From an optimization exercise on the open Yosys and OpenROAD flow, aimed at small area; shortcuts taken in it are not production practice. Only the layout flow was run in this run; the RTL was not checked for function there. Power is estimated from default activity; no workload was simulated.

$ cat run.sh
#!/bin/bash
# synth_recipe.tcl (not shown) runs the flow's synth.tcl, then flattens the netlist and writes it again
# the make line also repeats each setting of config.mk as NAME=value (left out here)
make -C /OpenROAD-flow-scripts/flow DESIGN_CONFIG=/design/flow/config.mk WORK_HOME=/design/flow/orfs CLKGATE_MAP_FILE= SYNTH_SCRIPT=/design/flow/synth_recipe.tcl finish
$ cat config.mk
export PLATFORM = sky130hd
export DESIGN_NAME = arya
export DESIGN_NICKNAME = arya
export VERILOG_FILES = /design/flow/design.v
export SDC_FILE = /design/flow/constraint.sdc
export NUM_CORES = 4
export LEC_CHECK = 0
export CAP_MARGIN = 20
export CORE_MARGIN = 2
export CORE_UTILIZATION = 45
export PLACE_DENSITY = 0.6
export SLEW_MARGIN = 20
$ cat constraint.sdc
create_clock -name core_clock -period 7.0 [get_ports {clk}]
set_input_delay 1.4000 -clock core_clock [delete_from_list [all_inputs] [get_ports {clk}]]
set_output_delay 1.4000 -clock core_clock [all_outputs]
set_load 0.01 [all_outputs]
$ cat design.v
`timescale 1ns / 1ps
module pc_incrementor
	#(parameter INST_ADDR_WIDTH = 6)
   (input clk,
	 input en,
	 input reset,
	 input wen,
	 input [INST_ADDR_WIDTH - 1:0] 	pc_in,
    output [INST_ADDR_WIDTH-1:0] pc_out
	 );
reg [(INST_ADDR_WIDTH -1 )+ 1:0] pc_out_reg;
assign pc_out = pc_out_reg[(INST_ADDR_WIDTH - 1) + 1 :1];
always @ (posedge clk)
 begin : COUNTER 
   if (reset) begin
     pc_out_reg <=   'b0;
   end
   else if (en) begin
		if (wen) begin
			pc_out_reg[(INST_ADDR_WIDTH - 1) + 1 :1] <= pc_in;
		end
		else begin
			pc_out_reg 	<= pc_out_reg + 'b1;
		end  
   end  
end  
endmodule
`timescale 1ns / 1ps
module pipe_fetch_decode
   #(parameter DATAPATH_WIDTH = 64,
	  parameter REGFILE_ADDR_WIDTH = 5,
	  parameter INST_ADDR_WIDTH = 9,
	  parameter THREAD_BITS = 2)
   (input [31:0] inst_in,
	 input [THREAD_BITS-1:0] thread_id_in,
	 input clk,
	 input en,
	 input reset, 
	 input [INST_ADDR_WIDTH-1:0] pc_in,
    output reg [31:0] inst_out,
	 output reg [INST_ADDR_WIDTH-1:0] pc_out,
	 output reg [THREAD_BITS-1:0]	thread_id_out);
always @ (posedge clk) 
  begin
	 if (reset) begin
		inst_out <= 'd0;
		pc_out <= 'd0;
		thread_id_out <= 'd0;
	 end
	 else if (en) begin
		inst_out <= inst_in;
		pc_out <= pc_in;
		thread_id_out <= thread_id_in;
	 end
  end
endmodule
`timescale 1ns / 1ps
module inst_decoder
   #(parameter DATAPATH_WIDTH = 64,
		parameter INST_WIDTH = 32,
	  parameter REGFILE_ADDR_WIDTH = 5,
	  parameter INST_ADDR_WIDTH = 9,
	  parameter THREAD_BITS = 2,
	  parameter NUM_THREADS = 4)
	(input [INST_WIDTH-1:0] inst_in,
	input			reset,
	input	[THREAD_BITS-1:0]	thread_id,
	input clk,
	 output [REGFILE_ADDR_WIDTH-1:0]	R1_addr_out,
	 output [REGFILE_ADDR_WIDTH-1:0]	R2_addr_out,
	 output [REGFILE_ADDR_WIDTH-1:0] WR_addr_out,
	 output [DATAPATH_WIDTH-1:0]	imm_out,
	 output [INST_ADDR_WIDTH-1:0]	branch_offset,
	 output reg [3:0] 				alu_ctrl_out,	 
	 output reg WR_en_out,
	 output reg beq_out,
	 output reg bneq_out,
	 output reg imm_sel_out,
	 output reg mem_write_out,
	 output reg mem_reg_sel,
	 output reg [NUM_THREADS-1:0]thread_done,
	 output reg [31:0] halt_counter
	 );
wire [5:0] opcode;
wire [3:0] alu_func;
wire [47:0]sign_extend;
assign opcode 			= inst_in[31:26];
assign alu_func 		= inst_in[3:0];  
assign R1_addr_out 	= inst_in[24:21];
assign R2_addr_out 	= inst_in[19:16];
assign WR_addr_out 	= inst_in[14:11];
assign sign_extend 		= $signed(inst_in[15]); 
assign imm_out			= {sign_extend,inst_in[15:0]};
assign branch_offset	= inst_in[8:0];
wire halt;
assign halt = (opcode == 'b111111) ? 1 : 0;
always @(*) begin
	if (reset) begin
		WR_en_out		= 0;
		beq_out			= 0;
		bneq_out		= 0;
		imm_sel_out		= 0;
		mem_write_out 	= 0;
		mem_reg_sel		= 0;
		alu_ctrl_out = 0;
	end
	else begin
		if (~halt) begin
			WR_en_out		= opcode[5];
			beq_out			= opcode[4];
			bneq_out		= opcode[3];
			imm_sel_out		= opcode[2];
			mem_write_out 	= opcode[1];
			mem_reg_sel		= opcode[0];
		end else begin
			WR_en_out		= 0;
			beq_out			= 0;
			bneq_out		= 0;
			imm_sel_out		= 0;
			mem_write_out 	= 0;
			mem_reg_sel		= 0;
		end  
	end  
		if (imm_sel_out) begin 
			alu_ctrl_out	=	'd1;  
		end else if (beq_out || bneq_out) begin
			alu_ctrl_out 	= 'd2;  
		end
		else begin
		alu_ctrl_out	=	alu_func;
		end
end  
always @(posedge clk) begin
	if (reset) begin
		thread_done <= 0;
		halt_counter <= 0;
	end
	else if (halt) begin
		halt_counter <= halt_counter + 1;
	case (thread_id)
		'b00: begin
			thread_done[0] <= 1;
		end
		'b01: begin
			thread_done[1] <= 1;
		end
		'b10: begin
			thread_done[2] <= 1;
		end
		'b11: begin
			thread_done[3] <= 1;
		end
	endcase
	end
	else begin
	thread_done <= 0;
	end
end
endmodule
`timescale 1ns / 1ps
module regfile
   #(parameter DATAPATH_WIDTH = 64,
	  parameter REGFILE_ADDR_WIDTH = 5,
	  parameter NUM_ACTIONS = 8,
	  parameter THREAD_BITS = 2
	  )
   (input [REGFILE_ADDR_WIDTH-1:0] R1_addr_in,
    input [REGFILE_ADDR_WIDTH-1:0] R2_addr_in,
    input [REGFILE_ADDR_WIDTH-1:0] WR_addr_in,
    input [DATAPATH_WIDTH-1:0] WR_data_in,
    output [DATAPATH_WIDTH-1:0] R1_data_out,
    output [DATAPATH_WIDTH-1:0] R2_data_out,
    input wena,
    input clk,
	input [NUM_ACTIONS-1:0]	action_data_in,
	input action_wen,
	input [THREAD_BITS-1:0] action_thread_id_in,
	 input reset
    );
reg [DATAPATH_WIDTH-1:0] rf_mem [0:(2 ** REGFILE_ADDR_WIDTH)-1 ];
assign	R1_data_out = rf_mem[R1_addr_in];
assign	R2_data_out = rf_mem[R2_addr_in];
integer i;
always @(posedge clk) begin
	if (reset) begin
			for(i = 0; i < (2 ** REGFILE_ADDR_WIDTH); i = i + 1) begin
				rf_mem[i] <= 'd0;  
			end
   end 
  else begin
	 if (wena) begin 
		rf_mem[WR_addr_in] <= WR_data_in;
    end else if (action_wen) begin
		case (action_thread_id_in)
			0: begin
				rf_mem[7] <= {8'h00,action_data_in,48'h00000000000000};
				rf_mem[6] <= 64'hFF00FFFFFFFFFFFF;
			end
			1: begin
				rf_mem[15] <= {8'h00,action_data_in,48'h00000000000000};
				rf_mem[14] <= 64'hFF00FFFFFFFFFFFF;
			end
			default: begin
				rf_mem[7] <= 0;
				rf_mem[15] <= 0;
				end  
		endcase 
	end  
  end  
end  
endmodule
`timescale 1ns / 1ps
module pipe_decode_execute
   #(parameter DATAPATH_WIDTH = 64,
	  parameter REGFILE_ADDR_WIDTH = 5,
	  parameter INST_ADDR_WIDTH = 9,
	  parameter THREAD_BITS = 2)
	(input [INST_ADDR_WIDTH-1:0] pc_in,
    input [DATAPATH_WIDTH-1:0] R1_data_in,
    input [DATAPATH_WIDTH-1:0] R2_data_in,
	 input [DATAPATH_WIDTH-1:0] store_data_in,
	 input [REGFILE_ADDR_WIDTH-1:0] WR_addr_in,
	 input [3:0] alu_ctrl_in,
	 input [4:0] alu_shift_value_in,
	 input WR_en_in,
	 input mem_reg_sel_in,
	 input beq_in,
	 input bneq_in,
	 input mem_write_in,
	 input [INST_ADDR_WIDTH-1:0]	branch_offset_in,
	 input [THREAD_BITS-1:0] thread_id_in,
    input clk,
    input en,
	 input reset,
    output reg [INST_ADDR_WIDTH-1:0] pc_out,
    output reg [DATAPATH_WIDTH-1:0] R1_data_out,
    output reg [DATAPATH_WIDTH-1:0] R2_data_out,
	 output reg [DATAPATH_WIDTH-1:0] store_data_out,
	 output reg [REGFILE_ADDR_WIDTH-1:0] WR_addr_out,
	 output reg [3:0] alu_ctrl_out,
	 output reg [4:0] alu_shift_value_out,
	 output reg beq_out,
	 output reg bneq_out,
	 output reg mem_write_out,
	 output reg WR_en_out,
	 output reg mem_reg_sel_out,
	 output reg [INST_ADDR_WIDTH-1:0]	branch_offset_out,
	 output reg [THREAD_BITS-1:0]	thread_id_out
	 );	
always @ (posedge clk) 
  begin
	 if (reset) begin
		pc_out <= 'd0;
		R1_data_out 		<= 'd0;
		R2_data_out 		<= 'd0;
		WR_addr_out 		<= 'd0;
		WR_en_out			<= 'd0;
		alu_ctrl_out		<= 'd0;
		mem_reg_sel_out 	<= 'd0;
		beq_out				<= 'd0;
		bneq_out				<= 'd0;
		mem_write_out 		<= 'd0;
		branch_offset_out	<= 'd0;
		store_data_out <= 'd0;
		alu_shift_value_out <= 'd0;
		thread_id_out <= 'd0;
	 end
	 else if (en) begin
		pc_out <= pc_in;
		R1_data_out 		<= R1_data_in;
		R2_data_out 		<= R2_data_in;
		WR_addr_out 		<= WR_addr_in;
		WR_en_out			<= WR_en_in;
		alu_ctrl_out		<= alu_ctrl_in;
		mem_reg_sel_out 	<= mem_reg_sel_in;
		beq_out				<= beq_in;
		bneq_out				<= bneq_in;
		mem_write_out		<= mem_write_in;
		branch_offset_out	<= branch_offset_in;
		store_data_out	<= store_data_in;
		alu_shift_value_out <= alu_shift_value_in;
		thread_id_out <= thread_id_in;
	 end
	end
endmodule
`timescale 1ns / 1ps
module alu # (
		parameter	DATAPATH_WIDTH = 64
		) (
    input [DATAPATH_WIDTH-1:0] a_in,
    input [DATAPATH_WIDTH-1:0] b_in,
    input [3:0] alu_ctrl_in,
    output reg [DATAPATH_WIDTH-1:0] accum_out,
	 output zero_out
    );
assign zero_out = (accum_out == 'd0) ? 1 : 0;
always @(*) begin
	case (alu_ctrl_in)
	'd0:accum_out		= 'hdeafdeafdeafdeaf;
	'd1:accum_out 		= a_in + b_in;  
	'd2:accum_out 		= a_in - b_in;  
	'd3:accum_out		= a_in & b_in;  
	'd4:accum_out		= a_in | b_in;  
	'd5:accum_out		= ~a_in;			 
	'd6:accum_out		= a_in ^ b_in;	 
	'd7:accum_out		= (a_in < b_in);
	'd8:accum_out		= {a_in[DATAPATH_WIDTH-2:0],1'b0};	 
	'd9:accum_out		= {1'b0,a_in[DATAPATH_WIDTH-1:1]};	 
	default:accum_out = 'd0;
	endcase
end
endmodule
`timescale 1ns / 1ps
module branch_adder # (
	parameter INST_ADDR_WIDTH = 9
)(
    input 	[INST_ADDR_WIDTH-1:0] 	branch_offset,
    output 	[INST_ADDR_WIDTH-1:0] 	branch_target
    );
assign branch_target = branch_offset;
endmodule
`timescale 1ns / 1ps
module pipe_execute_mem
   #(parameter DATAPATH_WIDTH = 64,
	  parameter REGFILE_ADDR_WIDTH = 5,
	  parameter INST_ADDR_WIDTH = 9,
	  parameter THREAD_BITS = 2)
   (input [INST_ADDR_WIDTH-1:0] branch_target_in,
    input [DATAPATH_WIDTH-1:0] accum_in,
    input [DATAPATH_WIDTH-1:0] store_data_in,
    input [REGFILE_ADDR_WIDTH-1:0] WR_addr_in,
	 input WR_en_in,
	 input beq_in,
	 input bneq_in,
	 input mem_write_in,
	 input zero_in,
	 input mem_reg_sel_in,
	 input [THREAD_BITS-1:0] thread_id_in,
    input clk,
    input en,
	 input reset,
    output reg [INST_ADDR_WIDTH-1:0] branch_target_out,
    output reg [DATAPATH_WIDTH-1:0] accum_out,
    output reg [DATAPATH_WIDTH-1:0] store_data_out,
    output reg [REGFILE_ADDR_WIDTH-1:0] WR_addr_out,
	 output reg [THREAD_BITS-1:0]	thread_id_out,
	 output reg WR_en_out,
	 output reg beq_out,
	 output reg bneq_out,
	 output reg mem_write_out,
	 output reg zero_out,
	 output reg mem_reg_sel_out
	 );
always @ (posedge clk) 
  begin
	 if (reset) begin
		branch_target_out <= 'd0;
		accum_out 		<= 'd0;
		store_data_out <= 'd0;
		WR_addr_out 	<= 'd0;
		WR_en_out		<= 'd0;
		beq_out			<= 'd0;
		bneq_out			<= 'd0;
		mem_write_out	<= 'd0;
		zero_out			<= 'd0;
		mem_reg_sel_out <= 'd0;
		thread_id_out <= 'd0;
	 end
	 else if (en) begin
		branch_target_out 	<= branch_target_in;
		accum_out 		<= accum_in;
		store_data_out <= store_data_in;
		WR_addr_out 	<= WR_addr_in;
		WR_en_out		<= WR_en_in;
		beq_out			<= beq_in;
		bneq_out			<= bneq_in;
		mem_write_out	<= mem_write_in;
		zero_out			<= zero_in;
		mem_reg_sel_out<= mem_reg_sel_in;
		thread_id_out <= thread_id_in;
	 end
	end	 
endmodule
`timescale 1ns / 1ps
module pipe_mem_wb
	#(parameter DATAPATH_WIDTH = 64,
	  parameter REGFILE_ADDR_WIDTH = 5,
	  parameter THREAD_BITS = 2)
   (input [DATAPATH_WIDTH-1:0] mem_data_in,
    input [DATAPATH_WIDTH-1:0] accum_in,
    input [REGFILE_ADDR_WIDTH-1:0] WR_addr_in,
	 input WR_en_in,
	 input mem_reg_sel_in,
	 input [THREAD_BITS-1:0] thread_id_in,
    input clk,
    input en,
    input reset,
    output reg [DATAPATH_WIDTH-1:0] mem_data_out,
    output reg [DATAPATH_WIDTH-1:0] accum_out,
    output reg [REGFILE_ADDR_WIDTH-1:0] WR_addr_out,
	 output reg [THREAD_BITS-1:0]	thread_id_out,
	 output reg WR_en_out,
	 output reg mem_reg_sel_out
	 );
always @ (posedge clk) 
  begin
	 if (reset) begin
		mem_data_out 		<= 'd0;
		accum_out 			<= 'd0;
		WR_addr_out 		<= 'd0;	
		WR_en_out			<= 'd0;
		mem_reg_sel_out 	<= 'd0;
		thread_id_out		<= 'd0;
	 end
	 else if (en) begin
		mem_data_out 		<= mem_data_in;
		accum_out 			<= accum_in;
		WR_addr_out 		<= WR_addr_in;
		WR_en_out			<= WR_en_in;
		mem_reg_sel_out 	<= mem_reg_sel_in;
		thread_id_out		<= thread_id_in;		
	 end
	end
endmodule
`timescale 1ns / 1ps
module arya #(
	parameter 	REGFILE_ADDR_WIDTH 	= 	4,
	parameter 	DATAPATH_WIDTH	 	= 	64,
	parameter	INST_WIDTH 			= 	32,
	parameter 	MEM_ADDR_WIDTH		= 	8,
	parameter 	INST_ADDR_WIDTH		= 	7,	
	parameter	THREAD_BITS			=	1,
	parameter 	NUM_THREADS_PER_CORE			=	2**THREAD_BITS,
	parameter 	NUM_ACTIONS 		= 	2
	)
	(input 		clk,
    input 		reset,
	input 		en,
	output		[INST_ADDR_WIDTH:0] imem_addr_out,
	input		[INST_WIDTH-1:0] imem_data_in,
	input		[DATAPATH_WIDTH-1:0] datamem_data_in,
	input			[NUM_THREADS_PER_CORE-1:0]			start_thread,	
	input			[NUM_THREADS_PER_CORE-1:0]			debug_commands,
	input		[NUM_ACTIONS-1:0]	action_data_in,
	input		action_wen,
	input		[THREAD_BITS-1:0] action_thread_id_in,
	output		reg [(8*NUM_THREADS_PER_CORE)-1:0] datamem_addr_out,
	output		reg [(DATAPATH_WIDTH*NUM_THREADS_PER_CORE)-1:0] datamem_data_out,
	output		reg [NUM_THREADS_PER_CORE-1:0]datamem_we_out,
	output		[THREAD_BITS-1:0]			thread_id_out,
	output 		reg [NUM_THREADS_PER_CORE-1:0]	thread_busy,
	output 		reg [NUM_THREADS_PER_CORE-1:0]	thread_done,
	output		[31:0] halt_counter_out
    );
reg [THREAD_BITS-1:0]thread_id;
wire [INST_ADDR_WIDTH-1:0]	pc_out[0:NUM_THREADS_PER_CORE-1];
wire  branch_true;
wire  [INST_ADDR_WIDTH-1:0]		pc_in[0:NUM_THREADS_PER_CORE-1];
wire 	[NUM_THREADS_PER_CORE-1:0]pc_select;
wire 	[(INST_ADDR_WIDTH-1) + 2:0] porta_addr_in;
wire 	[INST_WIDTH-1:0]	porta_data_in;
wire	porta_we_in;
wire 	[INST_WIDTH-1:0]	porta_data_out;
wire 	[(INST_ADDR_WIDTH-1) + 2:0]	portb_addr_in;
wire 	[INST_WIDTH-1:0]	portb_data_in;
wire 	portb_we_in;
wire	[INST_WIDTH-1:0]	portb_data_out;
wire 	[MEM_ADDR_WIDTH-1:0]	df_portb_addr_in;
wire 	[DATAPATH_WIDTH-1:0]	df_portb_data_in;
wire 	df_portb_we_in;
wire	[DATAPATH_WIDTH-1:0]	df_portb_data_out;
wire 	[INST_WIDTH-1:0] 						pipe_fd_inst_in;
wire 	[INST_WIDTH-1:0] 						pipe_fd_inst_out;
wire 	[INST_ADDR_WIDTH-1:0]	pipe_fd_pc_in;
wire	[INST_ADDR_WIDTH-1:0]	pipe_fd_pc_out;
wire [THREAD_BITS-1:0]			pipe_fd_thread_id_in;
wire [THREAD_BITS-1:0]			pipe_fd_thread_id_out;
wire 	[INST_WIDTH-1:0]							decoder_inst_in;
wire 	[REGFILE_ADDR_WIDTH-1:0]	decoder_R1_addr_out;
wire 	[REGFILE_ADDR_WIDTH-1:0]	decoder_R2_addr_out;
wire 	[REGFILE_ADDR_WIDTH-1:0]	decoder_WR_addr_out;
wire 	[3:0]								decoder_alu_ctrl_out;
wire	[INST_ADDR_WIDTH-1:0]		decoder_branch_offset_out;
wire	[63:0]							decoder_imm_out;
wire 										decoder_WR_en_out;
wire 										decoder_mem_reg_sel_out;
wire 										decoder_imm_sel_out;
wire 										decoder_beq_out;
wire 										decoder_bneq_out;
wire 										decoder_mem_write_out;
wire 										decoder_halt_cpu_out;
wire 	[REGFILE_ADDR_WIDTH-1:0]	rf_R1_addr_in;	
wire 	[DATAPATH_WIDTH-1:0]			rf_R1_data_out;
wire 	[REGFILE_ADDR_WIDTH-1:0]	rf_R2_addr_in;
wire 	[DATAPATH_WIDTH-1:0]			rf_R2_data_out;
wire 	[REGFILE_ADDR_WIDTH-1:0]	rf_WR_addr_in;
wire 	[DATAPATH_WIDTH-1:0]			rf_WR_data_in;
wire 	rf_wena_in;
wire 	[INST_ADDR_WIDTH-1:0]		pipe_de_pc_in;
wire	[DATAPATH_WIDTH-1:0]			pipe_de_R1_data_in;	
wire	[DATAPATH_WIDTH-1:0]			pipe_de_R2_data_in;
wire	[REGFILE_ADDR_WIDTH-1:0]	pipe_de_WR_addr_in;
wire [3:0]								pipe_de_alu_ctrl_in;
wire [INST_ADDR_WIDTH-1:0]			pipe_de_branch_offset_in;
wire [4:0]								pipe_de_alu_shift_value_in;
wire										pipe_de_WR_en_in;
wire 										pipe_de_mem_reg_sel_in;
wire 										pipe_de_beq_in;
wire										pipe_de_bneq_in;
wire 										pipe_de_mem_write_in;
wire 	[DATAPATH_WIDTH-1:0]			pipe_de_store_data_in;
wire [THREAD_BITS-1:0]				pipe_de_thread_id_in;
wire 	[INST_ADDR_WIDTH-1:0]		pipe_de_pc_out;
wire	[DATAPATH_WIDTH-1:0]			pipe_de_R1_data_out;	
wire	[DATAPATH_WIDTH-1:0]			pipe_de_R2_data_out;
wire	[REGFILE_ADDR_WIDTH-1:0]	pipe_de_WR_addr_out;
wire [3:0]								pipe_de_alu_ctrl_out;
wire [INST_ADDR_WIDTH-1:0]			pipe_de_branch_offset_out;
wire [4:0]								pipe_de_alu_shift_value_out;
wire										pipe_de_WR_en_out;
wire 										pipe_de_mem_reg_sel_out;
wire 										pipe_de_beq_out;
wire										pipe_de_bneq_out;
wire 										pipe_de_mem_write_out;
wire 	[DATAPATH_WIDTH-1:0]			pipe_de_store_data_out;
wire [THREAD_BITS-1:0]				pipe_de_thread_id_out;
wire	[DATAPATH_WIDTH-1:0]			alu_accum_out;
wire 	[DATAPATH_WIDTH-1:0]			alu_a_in;	
wire 	[DATAPATH_WIDTH-1:0]			alu_b_in;
wire  [4:0]								alu_shift_value_in;
wire	[3:0]								alu_ctrl_in;
wire 										alu_zero_out;							
wire [INST_ADDR_WIDTH-1:0]			badd_pc_in;
wire [INST_ADDR_WIDTH-1:0]			badd_branch_offset_in;
wire [INST_ADDR_WIDTH-1:0]			badd_branch_target_out;
wire 	[INST_ADDR_WIDTH-1:0]		pipe_em_branch_target_in;
wire 	[DATAPATH_WIDTH-1:0]			pipe_em_accum_in;
wire 	[DATAPATH_WIDTH-1:0]			pipe_em_store_data_in;
wire 	[REGFILE_ADDR_WIDTH-1:0]	pipe_em_WR_addr_in;
wire										pipe_em_WR_en_in;
wire 										pipe_em_mem_reg_sel_in;
wire 										pipe_em_beq_in;
wire										pipe_em_bneq_in;
wire										pipe_em_zero_in;
wire 										pipe_em_mem_write_in;
wire [THREAD_BITS-1:0]				pipe_em_thread_id_in;
wire 	[INST_ADDR_WIDTH-1:0]		pipe_em_branch_target_out;
wire 	[DATAPATH_WIDTH-1:0]			pipe_em_accum_out;
wire 	[DATAPATH_WIDTH-1:0]			pipe_em_store_data_out;
wire 	[REGFILE_ADDR_WIDTH-1:0]	pipe_em_WR_addr_out;
wire										pipe_em_WR_en_out;
wire 										pipe_em_mem_reg_sel_out;
wire 										pipe_em_beq_out;
wire										pipe_em_bneq_out;
wire 										pipe_em_zero_out;
wire 										pipe_em_mem_write_out;
wire [THREAD_BITS-1:0]				pipe_em_thread_id_out;
wire 	[DATAPATH_WIDTH-1:0]			pipe_mw_mem_data_in;
wire 	[DATAPATH_WIDTH-1:0]			pipe_mw_accum_in;
wire 	[REGFILE_ADDR_WIDTH-1:0]	pipe_mw_WR_addr_in;
wire 										pipe_mw_WR_en_in;
wire 										pipe_mw_mem_reg_sel_in;
wire [THREAD_BITS-1:0]				pipe_mw_thread_id_in;
wire 	[DATAPATH_WIDTH-1:0]			pipe_mw_mem_data_out;
wire 	[DATAPATH_WIDTH-1:0]			pipe_mw_accum_out;
wire 	[REGFILE_ADDR_WIDTH-1:0]	pipe_mw_WR_addr_out;
wire 										pipe_mw_WR_en_out;
wire 										pipe_mw_mem_reg_sel_out;
wire [THREAD_BITS-1:0]				pipe_mw_thread_id_out;
wire global_enable;
wire cpu_done;
wire cpu_busy;
wire beq_taken, bneq_taken;
assign global_enable = en;
assign cpu_done	= decoder_halt_cpu_out;
assign cpu_busy = global_enable;
wire [NUM_THREADS_PER_CORE-1:0]pc_en;
wire [NUM_THREADS_PER_CORE-1:0]decoder_thread_done;
genvar i;
	generate
		for (i=0; i< NUM_THREADS_PER_CORE; i=i+1) begin : sequential
			assign pc_en[i] = en && thread_busy[i];
				pc_incrementor #(
						.INST_ADDR_WIDTH	(INST_ADDR_WIDTH)
				) pc (
				.clk			(clk), 
				.en			(pc_en[i]),
				.wen			(pc_select[i]),
				.reset		(thread_done[i] || reset),
				.pc_in		(pc_in[i]),		
				.pc_out		(pc_out[i])
			);
		end 
	endgenerate 
wire [(INST_ADDR_WIDTH - 1) + 2:0]mux1_out;
wire [(INST_ADDR_WIDTH - 1) + 2:0]mux2_out;
assign porta_addr_in = thread_id ? {1'b1,pc_out[1]}:{1'b0,pc_out[0]};
assign porta_data_in 	= 0;
assign porta_we_in		= 0;
assign imem_addr_out	= porta_addr_in;
assign porta_data_out	= imem_data_in;
assign pipe_fd_inst_in 	= porta_data_out;
assign pipe_fd_pc_in 	= porta_addr_in[INST_ADDR_WIDTH-1:0];
assign pipe_fd_thread_id_in = thread_id;
pipe_fetch_decode fetch_decode (
		.inst_in			(pipe_fd_inst_in), 	 
		.pc_in			(pipe_fd_pc_in),
		.thread_id_in	(pipe_fd_thread_id_in),
		.inst_out		(pipe_fd_inst_out),		 
		.pc_out   	 	(pipe_fd_pc_out),
		.clk				(clk), 					 
		.en				(global_enable), 						 
		.reset			(reset), 				 
		.thread_id_out	(pipe_fd_thread_id_out)
		); 
assign decoder_inst_in = porta_data_out;
inst_decoder #(
		.DATAPATH_WIDTH		(DATAPATH_WIDTH),
		.REGFILE_ADDR_WIDTH	(REGFILE_ADDR_WIDTH),
		.INST_ADDR_WIDTH		(INST_ADDR_WIDTH),
		.INST_WIDTH				(INST_WIDTH)
)decoder (
		.inst_in			(decoder_inst_in), 		 
		.reset			(reset),
		.clk				(clk),
		.thread_id		(pipe_fd_thread_id_out),
		.thread_done	(decoder_thread_done),
		.R1_addr_out	(decoder_R1_addr_out), 	 
		.R2_addr_out	(decoder_R2_addr_out), 	 
		.WR_addr_out	(decoder_WR_addr_out),
		.imm_out			(decoder_imm_out),		
		.branch_offset	(decoder_branch_offset_out),
		.alu_ctrl_out	(decoder_alu_ctrl_out),
		.WR_en_out		(decoder_WR_en_out),
		.beq_out			(decoder_beq_out),
		.bneq_out		(decoder_bneq_out),
		.imm_sel_out	(decoder_imm_sel_out),
		.mem_write_out	(decoder_mem_write_out),
		.mem_reg_sel	(decoder_mem_reg_sel_out),
		.halt_counter	(halt_counter_out)
		);
regfile #(
		.DATAPATH_WIDTH		(DATAPATH_WIDTH),
		.REGFILE_ADDR_WIDTH	(REGFILE_ADDR_WIDTH),
		.NUM_ACTIONS		(NUM_ACTIONS),
		.THREAD_BITS		(THREAD_BITS)
)rf (
		.R1_addr_in				(rf_R1_addr_in), 		 
		.R1_data_out			(rf_R1_data_out), 	 
		.R2_addr_in				(rf_R2_addr_in), 		 
		.R2_data_out			(rf_R2_data_out), 	 
		.WR_addr_in				(rf_WR_addr_in), 		 
		.WR_data_in				(rf_WR_data_in), 		 
		.wena					(rf_wena_in), 				 
		.clk					(clk), 					 
		.action_data_in			(action_data_in),
		.action_wen				(action_wen),
		.action_thread_id_in	(action_thread_id_in),
		.reset					(reset)					 
		);
assign rf_R1_addr_in = decoder_R1_addr_out;
assign rf_R2_addr_in = decoder_R2_addr_out;
assign rf_WR_data_in	= pipe_mw_mem_reg_sel_out ? df_portb_data_out : pipe_mw_accum_out;
assign rf_WR_addr_in = pipe_mw_WR_addr_out;
assign rf_wena_in		= pipe_mw_WR_en_out && global_enable;
assign pipe_de_pc_in			= pipe_fd_pc_out;
assign pipe_de_alu_ctrl_in	= decoder_alu_ctrl_out;
assign pipe_de_R1_data_in	= rf_R1_data_out;
assign pipe_de_WR_addr_in 	= decoder_imm_sel_out ? decoder_R2_addr_out : decoder_WR_addr_out;
assign pipe_de_branch_offset_in = decoder_branch_offset_out;
assign pipe_de_R2_data_in	= decoder_imm_sel_out ? decoder_imm_out : rf_R2_data_out;
assign pipe_de_WR_en_in 	= decoder_WR_en_out;
assign pipe_de_mem_write_in = decoder_mem_write_out;
assign pipe_de_mem_reg_sel_in 	= decoder_mem_reg_sel_out;
assign pipe_de_beq_in		= decoder_beq_out;
assign pipe_de_bneq_in		= decoder_bneq_out;
assign pipe_de_store_data_in = rf_R2_data_out;
assign pipe_de_alu_shift_value_in	=	decoder_imm_out[10:6];
assign pipe_de_thread_id_in = pipe_fd_thread_id_out;
pipe_decode_execute #(
		.DATAPATH_WIDTH		(DATAPATH_WIDTH),
		.REGFILE_ADDR_WIDTH	(REGFILE_ADDR_WIDTH),
		.INST_ADDR_WIDTH		(INST_ADDR_WIDTH)
)decode_execute (
		.pc_in				(pipe_de_pc_in),
		.R1_data_in			(pipe_de_R1_data_in),
		.R2_data_in			(pipe_de_R2_data_in),
		.store_data_in		(pipe_de_store_data_in),
		.WR_addr_in			(pipe_de_WR_addr_in),
		.branch_offset_in	(pipe_de_branch_offset_in),
		.alu_ctrl_in		(pipe_de_alu_ctrl_in),
		.alu_shift_value_in (pipe_de_alu_shift_value_in),
		.WR_en_in			(pipe_de_WR_en_in),
		.mem_reg_sel_in	(pipe_de_mem_reg_sel_in),
		.beq_in				(pipe_de_beq_in),
		.bneq_in				(pipe_de_bneq_in),
		.mem_write_in		(pipe_de_mem_write_in),
		.thread_id_in		(pipe_de_thread_id_in),
		.pc_out				(pipe_de_pc_out),
		.R1_data_out		(pipe_de_R1_data_out),
		.R2_data_out		(pipe_de_R2_data_out),
		.store_data_out	(pipe_de_store_data_out),
		.WR_addr_out		(pipe_de_WR_addr_out),
		.alu_ctrl_out		(pipe_de_alu_ctrl_out),
		.WR_en_out			(pipe_de_WR_en_out),
		.mem_reg_sel_out	(pipe_de_mem_reg_sel_out),
		.beq_out				(pipe_de_beq_out),
		.bneq_out			(pipe_de_bneq_out),
		.mem_write_out		(pipe_de_mem_write_out),
		.branch_offset_out	(pipe_de_branch_offset_out),
		.alu_shift_value_out (pipe_de_alu_shift_value_out),
		.thread_id_out		(pipe_de_thread_id_out),
		.clk(clk), 
		.en(global_enable), 
		.reset(reset)
    );
alu #(
		.DATAPATH_WIDTH		(DATAPATH_WIDTH)
) alu1 (.a_in				(alu_a_in),
		  .b_in				(alu_b_in),
		  .alu_ctrl_in		(alu_ctrl_in),
		  .accum_out		(alu_accum_out),
		  .zero_out			(alu_zero_out)
		  );
branch_adder #(
.INST_ADDR_WIDTH (INST_ADDR_WIDTH)
) ba (
		.branch_offset		(badd_branch_offset_in),
		.branch_target		(badd_branch_target_out)  
);
assign alu_a_in 		= pipe_de_R1_data_out;
assign alu_b_in 		= pipe_de_R2_data_out;
assign alu_ctrl_in 	= pipe_de_alu_ctrl_out;
assign alu_shift_value_in	=	pipe_de_alu_shift_value_out;
assign badd_pc_in						= pipe_de_pc_out;
assign badd_branch_offset_in		= pipe_de_branch_offset_out;
assign pipe_em_accum_in 			= alu_accum_out;
assign pipe_em_zero_in				= alu_zero_out;
assign pipe_em_branch_target_in 	= badd_branch_target_out;
assign pipe_em_WR_en_in 			= pipe_de_WR_en_out;
assign pipe_em_WR_addr_in 			= pipe_de_WR_addr_out;
assign pipe_em_store_data_in 		= pipe_de_store_data_out;
assign pipe_em_mem_reg_sel_in 	= pipe_de_mem_reg_sel_out;
assign pipe_em_beq_in				= pipe_de_beq_out;
assign pipe_em_bneq_in				= pipe_de_bneq_out;
assign pipe_em_mem_write_in 		= pipe_de_mem_write_out;
assign pipe_em_thread_id_in 		= pipe_de_thread_id_out;
pipe_execute_mem #(
		.DATAPATH_WIDTH		(DATAPATH_WIDTH),
		.REGFILE_ADDR_WIDTH	(REGFILE_ADDR_WIDTH),
		.INST_ADDR_WIDTH		(INST_ADDR_WIDTH)
)execute_mem (
		.accum_in		(pipe_em_accum_in),
		.store_data_in	(pipe_em_store_data_in),
		.WR_addr_in		(pipe_em_WR_addr_in),
		.WR_en_in		(pipe_em_WR_en_in),
		.beq_in			(pipe_em_beq_in),
		.bneq_in			(pipe_em_bneq_in),
		.mem_write_in	(pipe_em_mem_write_in),
		.branch_target_in (pipe_em_branch_target_in),
		.zero_in			(pipe_em_zero_in),
		.mem_reg_sel_in(pipe_em_mem_reg_sel_in),
		.thread_id_in	(pipe_em_thread_id_in),
		.accum_out		(pipe_em_accum_out),
		.store_data_out(pipe_em_store_data_out),
		.WR_addr_out	(pipe_em_WR_addr_out),
		.WR_en_out		(pipe_em_WR_en_out),
		.beq_out			(pipe_em_beq_out),
		.bneq_out		(pipe_em_bneq_out),
		.mem_write_out	(pipe_em_mem_write_out),
		.branch_target_out (pipe_em_branch_target_out),
		.zero_out		(pipe_em_zero_out),
		.mem_reg_sel_out(pipe_em_mem_reg_sel_out),
		.thread_id_out	(pipe_em_thread_id_out),
		.clk				(clk), 
		.en				(global_enable), 
		.reset			(reset)
    );
assign beq_taken 		=  pipe_em_beq_out && pipe_em_zero_out;
assign bneq_taken		= 	pipe_em_bneq_out && ~pipe_em_zero_out;
assign branch_true	=	beq_taken | bneq_taken;
assign pc_select = (branch_true) ? (1 << pipe_em_thread_id_out) : 4'b0 ;
assign pc_in[0]	=pipe_em_branch_target_out;
assign pc_in[1]	=pipe_em_branch_target_out;
assign df_portb_addr_in			= pipe_em_accum_out[MEM_ADDR_WIDTH-1:0];
assign df_portb_data_in			= pipe_em_store_data_out;
assign df_portb_we_in 			= pipe_em_mem_write_out;
	always @(*) begin
if (pipe_em_thread_id_out == 0) begin
	datamem_addr_out[7:0]		= df_portb_addr_in;
	datamem_data_out[63:0]		= df_portb_data_in;
	datamem_we_out[0]				= df_portb_we_in;
end
else begin
	datamem_addr_out[7:0]			= 'b0;
	datamem_data_out[63:0]		= 'b0;
	datamem_we_out[0]				= 'b0;
	end
if (pipe_em_thread_id_out == 1) begin
	datamem_addr_out[15:8]		= df_portb_addr_in;
	datamem_data_out[127:64]		= df_portb_data_in;
	datamem_we_out[1]				= df_portb_we_in;
	end
else begin
	datamem_addr_out[15:8]			= 'b0;
	datamem_data_out[127:64]		= 'b0;
	datamem_we_out[1]				= 'b0;
	end
end  
assign df_portb_data_out		= datamem_data_in;
assign pipe_mw_mem_data_in		= datamem_data_in;  
assign pipe_mw_WR_en_in 		= pipe_em_WR_en_out; 
assign pipe_mw_WR_addr_in		= pipe_em_WR_addr_out;
assign pipe_mw_accum_in			= pipe_em_accum_out;
assign pipe_mw_mem_reg_sel_in = pipe_em_mem_reg_sel_out;
assign pipe_mw_thread_id_in 	= pipe_em_thread_id_out;
pipe_mem_wb #(
		.DATAPATH_WIDTH		(DATAPATH_WIDTH),
		.REGFILE_ADDR_WIDTH	(REGFILE_ADDR_WIDTH)
)mem_wb (
		.mem_data_in	(pipe_mw_mem_data_in),
		.accum_in		(pipe_mw_accum_in),
		.WR_addr_in		(pipe_mw_WR_addr_in),
		.WR_en_in		(pipe_mw_WR_en_in),
		.mem_reg_sel_in(pipe_mw_mem_reg_sel_in),
		.thread_id_in	(pipe_mw_thread_id_in),
		.mem_data_out	(pipe_mw_mem_data_out),
		.accum_out		(pipe_mw_accum_out),
		.WR_addr_out	(pipe_mw_WR_addr_out),
		.WR_en_out		(pipe_mw_WR_en_out),
		.mem_reg_sel_out(pipe_mw_mem_reg_sel_out),
		.thread_id_out	(pipe_mw_thread_id_out),
		.clk				(clk), 
		.en				(global_enable), 
		.reset			(reset)
    );
assign thread_id_out = pipe_mw_thread_id_out ;
	parameter 		START = 1'b0;
	parameter		BUSY  = 1'b1;
	reg		[NUM_THREADS_PER_CORE-1:0]	state ;
	reg		[NUM_THREADS_PER_CORE-1:0]	state_next;
	reg 	[NUM_THREADS_PER_CORE*10-1:0]	count ;
	reg 	[NUM_THREADS_PER_CORE-1:0] counter_reset;
	reg		[NUM_THREADS_PER_CORE-1:0] thread_busy_next;
	reg		[NUM_THREADS_PER_CORE-1:0]	debug_state ;
	reg		[NUM_THREADS_PER_CORE-1:0]	debug_state_next;
	wire	[NUM_THREADS_PER_CORE-1:0]	cpu_done_trigger;
	reg		[NUM_THREADS_PER_CORE-1:0]	manual_trigger;
	reg		[NUM_THREADS_PER_CORE-1:0]	manual_trigger_next;
	reg		[NUM_THREADS_PER_CORE-1:0]	counter_trigger;
	generate
	for (i=0; i<NUM_THREADS_PER_CORE ;i=i+1) begin: combinational
	assign cpu_done_trigger[i] = counter_trigger[i];
	always @(*) begin
	state_next[i] = state[i];
	thread_busy_next[i] = thread_busy[i];
	thread_done[i] = 0;
	counter_reset[i] = 0;
		case (state[i])
			START: begin
			thread_done[i] = 0;
			thread_busy_next[i] = 0;
			counter_reset[i] = 1;
			if (start_thread[i]) begin
				counter_reset[i] = 0;
				state_next[i] = BUSY;
				thread_busy_next[i] = 1;
			end  
			end  
			BUSY: begin
			if (cpu_done_trigger[i]) begin
				counter_reset[i] = 1;
				state_next[i] = START;
				thread_busy_next[i] = 0;
				thread_done[i] = 1;
			end  
			end  
		endcase
		debug_state_next[i] = debug_state[i];
		manual_trigger_next[i] = manual_trigger[i];
		case (debug_state[i])
			START:begin
				manual_trigger_next[i] = 0;
				if (1 == debug_commands[i]) begin
					debug_state_next[i] = BUSY;
					manual_trigger_next[i] = 1;
				end  
			end  
			BUSY: begin
				if (0 == debug_commands[i]) begin
					debug_state_next[i] = START;
					manual_trigger_next[i] = 0;
				end  
				else begin
					manual_trigger_next[i] = 0;
				end  
			end  
		endcase
	end  
	end 
	endgenerate
	always @(posedge clk) begin
		if (reset)
			thread_id <= 0;
		else
			thread_id <= thread_id + 1;
	end
	generate
	for (i=0; i<NUM_THREADS_PER_CORE ;i=i+1) begin: sequen
	always @(posedge clk) begin
		if(reset) begin
			state[i] <= START;
			debug_state[i] <= START;
			count[i*10] 	<= 0;
			count[i*10+1] 	<= 0;
			count[i*10+2] 	<= 0;
			count[i*10+3] 	<= 0;
			count[i*10+4] 	<= 0;
			count[i*10+5] 	<= 0;
			count[i*10+6] 	<= 0;
			count[i*10+7] 	<= 0;
			count[i*10+8] 	<= 0;
			count[i*10+9] 	<= 0;
			thread_busy[i] <= 0;
			manual_trigger[i] <= 0;
		end  
		else begin
			state[i] <= state_next[i];	
			thread_busy[i] <= thread_busy_next[i];
			if (counter_reset[i]) begin
				count[10*(i+1)-1:10*i] <= 10'b0000000000;
			end  
			else begin
				count[10*(i+1)-1:10*i] <= count[10*(i+1)-1:10*i] + 1;
			end  
			if (count[10*(i+1)-1:10*i] == 'b11111) begin
				counter_trigger[i] <= 1;
			end else begin
				counter_trigger[i] <= 0;
			end
			debug_state[i] <= debug_state_next[i];
			manual_trigger[i] <= manual_trigger_next[i]; 
		end  
	end  
	end  
	endgenerate
endmodule
==> flow_metrics.py <==
metrics = {
    "run_status": {
        "run_status": "complete, no violations",
    },
    "worst_setup_path": {
        "worst_ep_required_time_ns": 7.77,
        "arrival_ns": 6.83,
        "crit_chain": "inv_1 > ha_1 > inv_1 > a21oi_1 > o31ai_1 > a2111oi_0 > nand3_1 > a221oi_1 > o21bai_1 > o311ai_0 > buf_4 > or4_1 > nor4_1 > and4_1 > a32o_1",
        "r2r_slack_ns": 0.94,
        "endpoint_kind": "flip-flop",
        "rr_endpoint": "execute_mem.zero_out",
        "critPathMaxStageDelay_ns": 0.75,
        "crit_buf_inv": 3,
        "cp_top_family": "simple AND/OR/NAND/NOR gates",
        "worst-path-stages": 15,
        "crit_end": "execute_mem.zero_out",
        "crit_type": "flip-flop to flip-flop",
        "path_common_cell": "inv_1",
        "rr_worst_depth": 15,
        "cp_slowest_cell": "nor4_1",
        "worstSetupStartpointType": "flip-flop",
        "r2r_start": "decode_execute.R1_data_out[35]",
        "cp-startpoint": "decode_execute.R1_data_out[35]",
        "critPathMaxFanout": 15,
    },
    "yosys": {
        "synth.yosys.seq_area_share_pct": 48.1,
        "synth_edf_count": 1026,
        "async_flop_share_pct": 0,
        "yosys_warnings": 21,
        "synth_area_per_cell_um2": 11.4,
        "synthFlopType": "edfxtp_1",
        "post-synth-top-count-cell": "nor2_1",
        "synth_seq_cells": 1530,
        "syn_nets": 7784,
        "synth_xor_area_share_pct": 0.576,
        "synthAdderAreaFrac_pct": 3.16,
        "synthTopCellsByArea": "edfxtp_1 36%, mux4_2 17%, dfxtp_1 12%",
        "synth_common_cells": "1574 x nor2_1, 1026 x edfxtp_1, 640 x mux4_2",
        "synth-simple-area-share_pct": 13.0,
        "syn_inst": 7463,
        "yosysUniqueCellTypes": 99,
        "yosys.area.top_type": "edfxtp_1",
        "synth_compound_area_share_pct": 9.75,
        "synth_top_family_by_area": "multiplexers",
        "muxShareOfSynthArea_pct": 21.7,
        "synth_top_area_share_pct": 36.2,
        "synth_area_um2": 85100,
    },
    "sta": {
        "tightest_slew_ns": 1.22,
        "setup_viol": 0,
        "max_slew_margin_pct": 17.7,
        "finalSetupTns_ns": 0,
        "finClkSkew_ns": 0.0368,
        "fin_crit_ns": 6.06,
        "rsz0062_at_grt": "false",
        "hold_viol_final": 0,
        "finalCritPeriodShare_pct": 86.6,
        "report.final.slew_viol_count": 0,
        "fmax_mhz": 165,
        "worst_slack_ns": 0.939,
    },
    "grt": {
        "grt_max_degree": 201,
        "grt_util_all_layers_pct": 34.4,
        "antenna_found_initial": 23,
        "grt_pass1_vias": 64161,
        "grt_pass1_wl_um": 473000,
        "grt-ovfl-total": 0,
    },
    "cells_and_area": {
        "fin_nets": 7823,
        "stdcell_area_um2": 96400,
        "regMostFlops": "rf.rf_mem",
        "largest_reg_flops": 1024,
        "drive_above_1_share_pct": 16.0,
        "n_fill_cell": 16438,
        "area_growth_pct": 13.3,
        "final_core_util_pct": 51.3,
    },
    "place": {
        "numPortBuffers": 293,
        "pre_cts_slack_ns": 1.35,
        "place_congestion": 1.04,
        "place_area_um2": 91000,
        "hpwl_um": 228000,
    },
    "floorplanning": {
        "rows": 159,
        "core-area_um2": 188000,
        "dieArea_um2": 193000,
        "fp.dieW_um": 439,
        "die_y_um": 439,
        "pin_count": 298,
        "start_util_pct": 45.3,
    },
    "detailed_routing": {
        "wl_um": 337000,
        "route.detailed.drc": 0,
        "drt_iter0_markers": 9179,
        "vias": 66599,
        "wire_per_inst_um": 33.2,
        "drt-pass1-iter-count": 6,
        "ant_nets": 0,
        "avgViaCountPerCell": 6.57,
    },
    "cts": {
        "cts.repair.resized": 0,
        "clkSinkCount": 1530,
        "cts_buffers": 165,
        "insertion_delay_ns": 0.83,
        "cts_hold_buf": 0,
        "cts_tree": "yes",
        "clockBufferDepth": 3,
        "path_clk_slew_ns": 0.06,
        "cts_setup_buffers": 0,
        "clockRootBuffer": "clkbuf_16",
        "cts_max_level": 4,
    },
    "hold_path": {
        "hold_class": "flip-flop to flip-flop",
    },
    "power": {
        "p_leak_nw": 34.2,
        "powerDensity_nw_per_um2": 241,
        "ir_worst_vdd_mv": 0.252,
    },
    "job": {
        "maxCapViolations": 0,
    },
}
==> report_power, final <==
| part | internal, mW | switching (mW) | leakage (nW) |
|---|---|---|---|
| Sequential | 10.1 | 0.343 | 14.8 |
| Clock | 5.03 | 3.77 | 2.60 |
| Combinational | 1.43 | 2.62 | 16.8 |
==> cells by family after synthesis <==
kind of cell / count (synthesis)
AND/OR/NAND/NOR: 2542
multiplexers: 1043
XOR/XNOR: 56
adder cells (fa/ha/maj): 214
AO/OA/AOI/OAI: 1237
buffers and inverters: 841
flip-flops: 1530
==> metrics by stage <==
| stage | hold WS, ns | power [mW] | cells |
|---|---|---|---|
| 4_1_cts | 0.459 | 23.2 | 10126 |
| 5_1_grt | 0.469 | 23.9 | 10136 |
| 6_report | 0.460 | 23.3 | 10140 |
| 3_3_place_gp | 0.436 | 14.4 | 9828 |
| 3_5_place_dp | 0.441 | 14.5 | 9829 |
| 2_1_floorplan | 0.423 | 12.9 | 7463 |
==> layout by cell type, fill, tap and decap left out, drive strengths merged, types with 212 or more instances in the layout <==
master	netlist	layout
nor2	1574	1574
edfxtp	1026	1026
mux4	640	640
dfxtp	504	504
mux2i	395	395
nand2	332	332
a21oi	301	301
o21ai	286	286
clkdlybuf4s50	0	283
clkbuf	496	227
buf	139	223
ha	212	212
==> layer usage <==
layer  up-vias  global-route usage, %  wire length (um)
li1      28010                      -                 -
met1     33636                   46.3            128000
met2      4112                   52.4            152000
met3       831                   8.18             38400
met4        10                   16.4             17400
met5         -                      0                65
==> worst min path at each step <==
stage	startpoint	endpoint	depth (start not counted)
final	state[1]	thread_busy[1]	1
after floorplan	state[0]	thread_busy[0]	1
after detailed placement	state[1]	thread_busy[1]	1
after CTS	state[1]	thread_busy[1]	1
after global routing	state[0]	thread_busy[0]	1
after global placement	state[1]	thread_busy[1]	1
==> final cells by class <==
cell class                 instances  area [um^2]  area share, %
antenna                           13         32.5         0.0337
timing repair buffer             507         4750           4.93
clock buffer                     226         4630           4.80
inverter                         206          774          0.803
clock inverter                    71          698          0.724
multi-input combinational       5092        41500           43.0
sequential                      1530        40900           42.4
tap                             2495         3120           3.24

==> afterwards: timing with drivers on the ports <==
In the flow no input, the clock included, has a driving cell. The finished layout below was timed again as built, in two steps. Step 1: set_driving_cell puts a clkbuf_16 on clk and a buf_2 on each other input, an assumption about the parent block. Step 2, shift: input delay + t, output delay - t, t = (earliest + latest rising clock arrival at the registers) / 2. This alone moves slack from input paths to output paths. Three values: ideal ports, drivers, drivers and shift; two values: the first two.
t, ns: 0.897
setup slack, ns: 0.939 / 0.939 / 0.939
worst slew at a driven data input, ns: 0.11
After both steps setup and hold are still met in this run. The setup slack of this run moves by 0.000 ns with the drivers and by 0.000 ns with both steps.
